Background: an optimization exercise with open tools, aiming at small area and a short achievable clock period. Do not read the settings as production practice.
Only simulation tests tie the RTL to the original design; equivalence was not proved.
Power figures rest on the tool's default switching activity, not on a simulated workload.

==> inputs of 12-04 <==
==> flow/design.v (excerpt) <==
module divider
        (
                input wire signed [31:0] data1,
                input wire signed [31:0] data2,
                input wire clock,
                input wire reset_n,
                output reg signed [31:0] q,
                output reg signed [31:0] r
        );
        wire        sa = data1[31];
        wire        sb = data2[31];
        wire        sq = sa ^ sb;
        wire        bz = ~|data2;
        wire [31:0] ora, orb;
        assign orb[0] = 1'b0;
        genvar j;
        generate
                for (j = 1; j < 32; j = j + 1) begin : neg_in
                        assign orb[j] = orb[j-1] | data2[j-1];
                end
        endgenerate
        wire ora_l0_1 = data1[1] | data1[0];
        wire ora_l0_3 = data1[3] | data1[2];
        wire ora_l0_5 = data1[5] | data1[4];
        wire ora_l0_7 = data1[7] | data1[6];
        wire ora_l0_9 = data1[9] | data1[8];
        wire ora_l0_11 = data1[11] | data1[10];
        wire ora_l0_13 = data1[13] | data1[12];
        wire ora_l0_15 = data1[15] | data1[14];
        wire ora_l0_17 = data1[17] | data1[16];
        wire ora_l0_19 = data1[19] | data1[18];
        wire ora_l0_21 = data1[21] | data1[20];
        wire ora_l0_23 = data1[23] | data1[22];
        wire ora_l0_25 = data1[25] | data1[24];
        wire ora_l0_27 = data1[27] | data1[26];
        wire ora_l0_29 = data1[29] | data1[28];
        wire ora_l1_2 = data1[2] | ora_l0_1;
        wire ora_l1_3 = ora_l0_3 | ora_l0_1;
        wire ora_l1_6 = data1[6] | ora_l0_5;
        wire ora_l1_7 = ora_l0_7 | ora_l0_5;
        wire ora_l1_10 = data1[10] | ora_l0_9;
        wire ora_l1_11 = ora_l0_11 | ora_l0_9;
        wire ora_l1_14 = data1[14] | ora_l0_13;
        wire ora_l1_15 = ora_l0_15 | ora_l0_13;
        wire ora_l1_18 = data1[18] | ora_l0_17;
        wire ora_l1_19 = ora_l0_19 | ora_l0_17;
        wire ora_l1_22 = data1[22] | ora_l0_21;
        wire ora_l1_23 = ora_l0_23 | ora_l0_21;
  ...
Settings: LEC_CHECK=0, ABC_AREA=1, CAP_MARGIN=20, CORE_MARGIN=2, CORE_UTILIZATION=40, SLEW_MARGIN=20; clock period 150.0 ns.
run.sh (not shown) runs the stock make flow with config.mk's settings and CLKGATE_MAP_FILE= SYNTH_SCRIPT=/design/flow/synth_recipe.tcl, a recipe that flattens the netlist after the stock synthesis.
==> 03-01: changes against 12-04 <==
==> flow/flow/run.sh (new file) <==
#!/bin/bash
# The standard layout (standard.sh, standard synthesis included), run in
# two parts: up to CTS, the post-CTS repair_timing aims for a setup slack of
# flow/setup_margin ns instead of 0, using gate up-sizing only (no
# buffering, pin swaps or cloning), so the netlist keeps the synthesized
# structure; the rest (global route with its usual repairs, detailed route,
# finish) is standard. The design's SDC and clock period are used unchanged.
set -euo pipefail
MARGIN=$(cat flow/setup_margin)
bash standard.sh SETUP_SLACK_MARGIN=$MARGIN SETUP_MOVE_SEQUENCE=sizeup \
  SKIP_GATE_CLONING=1 SKIP_PIN_SWAP=1 cts > flow_make_cts.log 2>&1
bash standard.sh finish > flow_make.log 2>&1
==> flow/flow/setup_margin (new file) <==
74
==> flow/standard.sh (new file) <==
#!/bin/bash
# synth_recipe.tcl (not shown) runs the flow's synth.tcl, then flattens the netlist and writes it again
# the make line also repeats each setting of config.mk as NAME=value (left out here)
make -C /OpenROAD-flow-scripts/flow DESIGN_CONFIG=/design/flow/config.mk WORK_HOME=/design/flow/orfs CLKGATE_MAP_FILE= SYNTH_SCRIPT=/design/flow/synth_recipe.tcl "${@:-finish}"
removed: flow/run.sh
==> qor summary <==
Result of the run: 03-01 timing/DRC/antenna clean; 12-04 timing/DRC/antenna clean
Final WS setup: 03-01 73.46 ns; 12-04 69.71 ns
Number of filler instances in the final layout: 03-01 10100; 12-04 10200
Worst-path maximum fanout: 03-01 29; 12-04 49
P_leak: 03-01 20.2 nW; 12-04 20.1 nW
WL per Instance: 03-01 17.1 µm; 12-04 17.0 µm
Antenna fix cells: 03-01 0; 12-04 1
Endpoint arrival time on the critical path: 03-01 76.76 ns; 12-04 80.53 ns
DRC violation total after the first TritonRoute iteration: 03-01 3516; 12-04 3391
Worst voltage drop across the vdd grid: 03-01 10.6 µV; 12-04 9.28 µV
Share of final-layout standard cells stronger than drive strength 1: 03-01 0.137; 12-04 0.130
Maximum operating frequency: 03-01 13.1 MHz; 12-04 12.5 MHz
Final total power: 03-01 403 µW; 12-04 400 µW
Final Cell Area: 03-01 38700 µm²; 12-04 38100 µm²
Cell Int Power: 03-01 150 µW; 12-04 149 µW
Seq/total area: 03-01 0.0331; 12-04 0.0336
DRT Pass-1 Iters: 03-01 8; 12-04 6
GRT met3 Usage: 03-01 0.0314; 12-04 0.0294

==> static timing again, ports no longer ideal <==
In the flow no input, the clock included, has a driving cell. The finished layouts below were timed again as built, in two steps. Step 1 sets driving cells, clkbuf_16 on the clock port and buf_2 on the other inputs (assumed; they add their load-dependent delay and slew). Step 2, shift: input delay + t, output delay - t, t = (earliest + latest rising clock arrival at the registers) / 2. This alone moves slack from input paths to output paths. Slacks: no drivers / after step 1 / after step 2; pairs: no drivers / after step 1.
| run | t (ns) | setup WS [ns] | worst setup path at the end | worst register clock-pin slew, ns | worst data-port slew with drivers (ns) |
|---|---|---|---|---|---|
| 12-04 | 0.445 | 69.708 / 69.720 / 69.276 | input to register | 0.09 / 0.09 | 0.06 |
| 03-01 | 0.447 | 73.461 / 73.490 / 73.043 | input to register | 0.09 / 0.09 | 0.06 |
After both steps setup and hold are still met in every run listed. The setup slack of 12-04, which loses most, moves by +0.012 ns with the drivers and by -0.432 ns with both steps.
